This is an optimization exercise on Yosys and OpenROAD, whose aim is small area, not a production implementation.
The RTL was checked by simulation tests, not by an equivalence proof against the original design.
Power figures rest on the tool's default switching activity, not on a simulated workload.

==> flow/design.v (outline; a module is shown in full before it is edited, if it fits) <==
// module SisArrayMM: 3514 lines
// module bpp: 3 lines
// module oai22: 3 lines
// module nor2: 3 lines
// module bpp0: 3 lines
// module fa: 4 lines
// module ha: 4 lines
// module xor2: 3 lines
// module or2: 3 lines
module SisArrayMM #(
    parameter data_size = 16,
    parameter grid_size = 3
    ) (
    input  wire clk,
    input  wire reset,
    input  wire [data_size - 1 : 0] a1,
    input  wire [data_size - 1 : 0] a2,
    input  wire [data_size - 1 : 0] a3,
    input  wire [data_size - 1 : 0] b1,
    input  wire [data_size - 1 : 0] b2,
    input  wire [data_size - 1 : 0] b3,
    output wire [data_size - 1 : 0] c13,
    output wire [data_size - 1 : 0] c23,
    output wire [data_size - 1 : 0] c31,
    output wire [data_size - 1 : 0] c32,
    output wire [data_size - 1 : 0] c33
    );
  // ...
==> flow/flow/run.sh <==
#!/bin/bash
# Layout flow: the standard ORFS flow (standard.sh), unchanged except
# that the port buffers that global placement inserts are sky130 buf_1
# cells instead of the default delay buffer (clkdlybuf4s50_1); the resizer
# still resizes them as timing and slew need.
set -uo pipefail
bash standard.sh synth > synth.log 2>&1 || exit 1
bash standard.sh "BUFFER_PORTS_ARGS=-buffer_cell sky130_fd_sc_hd__buf_1" finish > layout.log 2>&1
==> flow/standard.sh <==
#!/bin/bash
# synth_recipe.tcl (not shown) runs the flow's synth.tcl, then flattens the netlist and writes it again
# the make line also repeats each setting of config.mk as NAME=value (left out here)
make -C /OpenROAD-flow-scripts/flow DESIGN_CONFIG=/design/flow/config.mk WORK_HOME=/design/flow/orfs CLKGATE_MAP_FILE= SYNTH_SCRIPT=/design/flow/synth_recipe.tcl "${@:-finish}"
==> flow/config.mk <==
export PLATFORM = sky130hd
export DESIGN_NAME = SisArrayMM
export DESIGN_NICKNAME = SisArrayMM
export VERILOG_FILES = /design/flow/design.v
export SDC_FILE = /design/flow/constraint.sdc
export NUM_CORES = 4
export LEC_CHECK = 0
export CAP_MARGIN = 20
export CORE_MARGIN = 2
export CORE_UTILIZATION = 60
export GPL_TIMING_DRIVEN = 0
export SLEW_MARGIN = 20
export SYNTH_HIERARCHICAL = 1
export SYNTH_MINIMUM_KEEP_SIZE = 0
==> flow/constraint.sdc <==
create_clock -name core_clock -period 8.0 [get_ports {clk}]
set_input_delay 1.6000 -clock core_clock [delete_from_list [all_inputs] [get_ports {clk}]]
set_output_delay 1.6000 -clock core_clock [all_outputs]
set_load 0.01 [all_outputs]
==> notes.md, run 1 <==
Synth
Summing every instance area after synthesis gives 27,680 um^2. The count of flip-flops with a built-in enable after synthesis is 0. The adder and majority gate portion of the synthesized area is 37.48%. The cell with the most instances after synthesis is sky130_fd_sc_hd__o22ai_1.

Layout
The total area of multi-input combinational cells is 22,410 um^2. The number of filler instances in the final layout is 3,505. The non-clock inverters instantiated in the layout total 91. In the final layout, the registers with the most flip-flops are p23: 18 flops, p32: 18 flops, q1: 18 flops.

The area-dominant cell class after layout is multi-input gates. The count of plain and timing-repair buffers in the layout is 306. The total number of nets in the final design is 3,467. Measured on the final layout, buffering overhead outside the clock network stands at 6.351%. The library cell used most frequently in the layout, excluding fill and tap cells, is sky130_fd_sc_hd__o22ai_1. In the layout the commonest cells are 576 x sky130_fd_sc_hd__o22ai_1, 530 x sky130_fd_sc_hd__xor2_1, 497 x sky130_fd_sc_hd__fa_1.

The finished cells cover 31,600 um^2. Multi-input combinational cells in the finished layout were counted as 2,160.

Drt
The length of the first detailed-routing pass in iterations is 6. The post-route DRC violation count is 0. Once detail routing completed, the nets flagged for antenna violations numbered 0. The via count normalized by instance count is 6.666.

Setup path
The worst setup path is launched from an input port. In this run the critical register-to-register path is launched from b1_1[2]. STA classifies the critical path endpoint as a flip-flop. The worst reg2reg path depth is 14. The worst endpoint data arrival time is 8.35 ns.

Pwr
VDD sags by at most 0.003616 V. The clock share of power is 8.7%. The heaviest power group is combinational cells. The total internal power is 9.303 mW.

Net switching is 44.58% of the power.

Timing
Derived from the worst setup path, the maximum achievable clock frequency is 0.1271 GHz.

CTS
The clock net in this run drives a total of 250 sinks. In this run the number of H-tree levels came out at 1. In this run, post-CTS hold repair placed 0 buffers. The number of post-CTS setup repair buffers is 4. The total of cells resized after clock tree synthesis is 14.

Floorplan
In this run the vertical extent of the chip is 218.8 um. The floorplan die area is 47,870 um^2.

Global routing
The global route total overflow is 0.

Placement
The post-detailed-placement cell area is 30,070 um^2. The placed wire-length estimate is 72.50 mm.

Worst hold path
The start point of the worst hold path is q1[7].

Run status
The run finished with no timing, DRC or antenna violations.
==> run 2, diff against run 1 <==
--- a/flow/config.mk
+++ b/flow/config.mk
@@ -8,7 +8,6 @@
 export CAP_MARGIN = 20
 export CORE_MARGIN = 2
 export CORE_UTILIZATION = 60
-export GPL_TIMING_DRIVEN = 0
 export SLEW_MARGIN = 20
 export SYNTH_HIERARCHICAL = 1
 export SYNTH_MINIMUM_KEEP_SIZE = 0
==> run 2 against run 1 <==
  * Final area is 0.59% lower
  * Cell count is 1.8% higher
  * Synthesized cell count stayed put
  * Global-route usage is 0.89 points higher
  * Synthesized area stayed put
  * Sequential share of layout area is 0.093 points higher
  * Utilization is 0.41 points lower
  * Sequential power hardly changed
  * Critical path depth is 2 lower
  * Routed wire length is 1.8% higher
==> notes.md, run 2 <==
Run status
The run finished with no timing, DRC or antenna violations.

Global routing
The initial antenna violation count is 4. The via count of the first global-routing pass is 23,810. The largest net degree at the start of global routing is 79. The total global-route track usage is 41.96%.

The global-route wire length before repair is 147.7 mm. The global route total overflow is 0 (unchanged).

Synth
The number of instances in the synthesized netlist is 2,565. The count of flip-flops with a built-in enable after synthesis is 0 (unchanged). The fraction of registers with async set or reset after synthesis is 0%. The most common cell in the synthesized netlist is sky130_fd_sc_hd__o22ai_1.

Yosys printed 7 warnings. Counting every net in the synthesized netlist gives 3,194. Of all cell types, the one taking the most synthesized area is sky130_fd_sc_hd__fa_1.

The top flip-flop cell by instance count after synthesis is sky130_fd_sc_hd__dfxtp_1. Yosys attributes the largest share of cell area to sky130_fd_sc_hd__fa_1 36%, sky130_fd_sc_hd__dfxtp_1 18%, sky130_fd_sc_hd__xor2_1 17%. The proportion of netlist area held by the largest area contributor is 35.95%.

The combined area of all synthesized cells is 27,680 um^2 (unchanged). Counting instances in the post-synthesis netlist gives the leading cell types as 576 x sky130_fd_sc_hd__o22ai_1, 530 x sky130_fd_sc_hd__xor2_1, 497 x sky130_fd_sc_hd__fa_1. In this run the mean area of a mapped cell was 10.79 um^2. Yosys mapped the design onto 19 distinct sky130hd cell types. The total of flip-flops plus latches after synthesis is 250. The portion of the post-synthesis area used by sequential elements is 18.08%.

CTS
TritonCTS built the clock tree. The depth of the CTS H-tree came to 1 (unchanged). The clock reaches the later pin of the worst-skew pair after 0.61 ns.

Counting along the longest clock path gives a buffer depth of 3. The clock sink count came to 250 (unchanged). The number of hold-repair buffers added at the cts stage was 0 (unchanged).

The total clock buffers created by CTS is 30. The total of cells resized after clock tree synthesis is 0 (-14). In this run the clock root is driven by a sky130_fd_sc_hd__clkbuf_16.

The number of post-CTS setup repair buffers came to 0 (-4). The post-CTS clock slew at the launch and capture registers of the worst setup and hold paths is 0.06 ns.

Timing
The minimum period implied by the final worst setup slack is 7.551 ns. Setup violations remaining at the end of the flow were counted as 0. Between clock sinks in the finished design, the worst skew comes to 0.01294 ns. The number of max-slew violations in the final report is 0. Once routing completed, OpenROAD measured the worst setup slack at 0.4493 ns. The achievable clock frequency came to 0.1324 GHz (+4.2%). Setup repair after global routing left no endpoint under its margin. Measured against its own limit, the worst slew margin works out to 21.30%. The final worst-path cycle share is 94.38%. The transition time of the tightest slew-check pin is 1.172 ns.

The number of hold violations in the final report is 0.

Floorplan
The die is 218.8 um wide. For this configuration, the core starts out at a cell density of 60.86%. The height of the die is 218.8 um (unchanged). The number of top-level pins is 178. The number of placement rows is 78. The total core area is 45,480 um^2. The floorplan die area is 47,870 um^2 (unchanged).

Layout
In the layout the commonest cells are 576 x sky130_fd_sc_hd__o22ai_1, 530 x sky130_fd_sc_hd__xor2_1, 497 x sky130_fd_sc_hd__fa_1. The final standard cell count with taps included and fillers excluded is 3,525. The total number of nets in the final design is 3,529 (+1.8%).

The post-route netlist has 9.343% of its cells at a drive strength greater than 1. The largest registers in the layout are p23: 18 flops, p32: 18 flops, q1: 18 flops. The number of filler instances in the final layout was 3,540 (+1.0%). The library cell used most frequently in the layout, excluding fill and tap cells, is sky130_fd_sc_hd__o22ai_1.

Relative to the synthesized area, the layout overhead comes to 13.49%. The final design area excluding fillers is 31,410 um^2 (-0.59%).

Worst hold path
The worst min-delay path category is flip-flop to flip-flop.

Setup path
The type of the setup path with the least slack is input port to flip-flop. The worst setup path is captured at a flip-flop. At the worst endpoint, the required time is 8.48 ns. The worst endpoint data arrival time is 8.03 ns (-0.32 ns). Along the worst path, the maximum fanout reaches 9.

Setup slack on the worst reg-to-reg path comes out at 2.32 ns. The worst setup path is launched from an input port.

Placement
The placed wire-length estimate is 77.43 mm (+6.8%). After detailed placement, the design holds a cell count of 3,468. The post-detailed-placement cell area is 30,330 um^2 (+0.85%).

In this run the tool buffered the top-level ports with 177 buffer cells. The congestion estimate from routability-driven global placement came to 1.023. Before CTS, the worst setup slack after placement is -0.1801 ns.

Drt
The length of the first detailed-routing pass in iterations is 6 (unchanged). The first routing iteration left 3,047 violations. Across all layers, the routed design uses 23,250 vias. The post-route DRC violation count is 0 (unchanged). The final antenna-violating net count came to 0 (unchanged). After detailed routing, the total wire length is 99.04 mm. Dividing the detail-routed wire length by the instance count gives 28.10 um. The via count normalized by instance count is 6.595 (-1.1%).

Pwr
The analysis attributes to cell leakage a power of 12.81 nW. In this run the power density over the cells is 536.6 nW/um^2. The worst vdd rail ir drop is 0.001494 V (-59%).

Flow run
The total of max-cap violations is 0.
==> run 2: cell counts after synthesis <==
Identical to the previous run, type by type.
==> run 2: stage by stage <==
step / utilization, % / power (mW) / TNS, ns / hold slack (ns)
6_report: 69.07 / 16.86 / 0 / 0.3259
3_5_place_dp: 66.68 / 15.15 / -0.1801 / 0.3121
5_1_grt: 69.05 / 18.30 / 0 / 0.3364
4_1_cts: 69.04 / 16.87 / 0 / 0.3250
3_3_place_gp: 66.68 / 14.88 / -0.02972 / 0.3148
2_1_floorplan: - / 11.18 / 0 / 0.3096
==> run 2: cell type report <==
| class | count | area, um^2 | share of cell area [%] |
|---|---|---|---|
| Clock buffer | 32 | 778.2 | 2.477 |
| Multi-Input combinational cell | 2159 | 22050 | 70.20 |
| Antenna cell | 3 | 7.507 | 0.02390 |
| Clock inverter | 22 | 294.0 | 0.9360 |
| Timing Repair Buffer | 370 | 2188 | 6.966 |
| Inverter | 89 | 337.8 | 1.075 |
| Tap cell | 600 | 750.7 | 2.390 |
| Sequential cell | 250 | 5005 | 15.93 |
==> run 2: routing by layer <==
layer,up-vias,part of all wire [%],track usage (%)
met3,313,14,12.02
met4,4,5.2,18.38
li1,9578,-,-
met1,11600,38,58.11
met2,1753,43,61.60
met5,-,0.027,0.5208
==> run 2: cells by family (layout without fill, tap and decap cells) <==
group                    Yosys count  after routing  synth area share (%)
XOR/XNOR                         714            714                 23.14
buffers and inverters            156            513                 2.631
other                              0              3                     0
AND/OR/NAND/NOR                  303            303                 5.013
flip-flops                       250            250                 18.08
AO/OA/AOI/OAI                    611            611                 13.65
adder cells (fa/ha/maj)          531            531                 37.48
==> run 2: per-module statistics from Yosys (local to each module, per instance) <==
module      cells inside  copies in the design
fa                     1                   497
nor2                   1                   144
ha                     1                    34
xor2                   1                   504
SisArrayMM           810                     1
oai22                  1                   576
==> run 2: path summary, 6_finish.rpt <==
kind | startpoint | to | cells past startpoint
worst min register to register | q1[9] | q2[9] | 0
worst max-delay path | a1[3] | q1[17] | 19
worst min-delay path | q1[9] | q2[9] | 0
worst max register to register | a1_1[3] | p32[12] | 14
==> run 2: worst max-delay path: stages <==
cell                      delay [ns]
sky130_fd_sc_hd__buf_1          0.23
sky130_fd_sc_hd__nor3_1         0.11
sky130_fd_sc_hd__a21oi_1        0.82
sky130_fd_sc_hd__o22ai_1        0.20
sky130_fd_sc_hd__xor2_1         0.23
sky130_fd_sc_hd__fa_1           0.43
sky130_fd_sc_hd__fa_1           0.46
sky130_fd_sc_hd__fa_1           0.46
sky130_fd_sc_hd__fa_1           0.48
sky130_fd_sc_hd__fa_1           0.54
sky130_fd_sc_hd__fa_1           0.41
sky130_fd_sc_hd__ha_1           0.20
sky130_fd_sc_hd__fa_1           0.38
sky130_fd_sc_hd__fa_1           0.39
sky130_fd_sc_hd__xor2_1         0.16
sky130_fd_sc_hd__xnor2_1        0.19
sky130_fd_sc_hd__xnor2_1        0.14
sky130_fd_sc_hd__xnor3_1        0.42
sky130_fd_sc_hd__xnor3_1        0.18
==> run 2: where the power goes <==
part           switching [mW]  total, mW  internal, mW  leakage (nW)
clock                   0.622       1.50         0.875         0.521
sequential              0.164       1.97          1.80          2.08
combinational            6.74       13.4          6.65          10.2
total                    7.53       16.9          9.33          12.8

[what the ideal ports hide]
How much do the figures lean on ideal ports? The routed layouts below were timed once more, with nothing changed but the port constraints.
Step 1: set_driving_cell puts a clkbuf_16 on clk and a buf_2 on each other input, an assumption about the parent block.
Step 2 adds t to the input delays and takes it off the output delays; t is the mean of the earliest and latest rising clock arrival at the registers after step 1. Input paths then give back, and output paths get back, about the clock's delay inside the block.
a / b / c = ideal ports / drivers / drivers and shift; a / b = the first two.
| run | t, ns | setup WS [ns] | worst setup path after step 2 | pins driven straight from the clock port |
|---|---|---|---|---|
| run 1 | 0.657 | 0.130 / 0.159 / -0.498 | input to register | 1 |
| run 2 | 0.665 | 0.449 / 0.487 / -0.178 | input to register | 1 |
With both steps, setup timing fails in run 1 and run 2, where it was met with ideal ports. The setup slack of run 1, which loses most, moves by +0.029 ns with the drivers and by -0.628 ns with both steps.
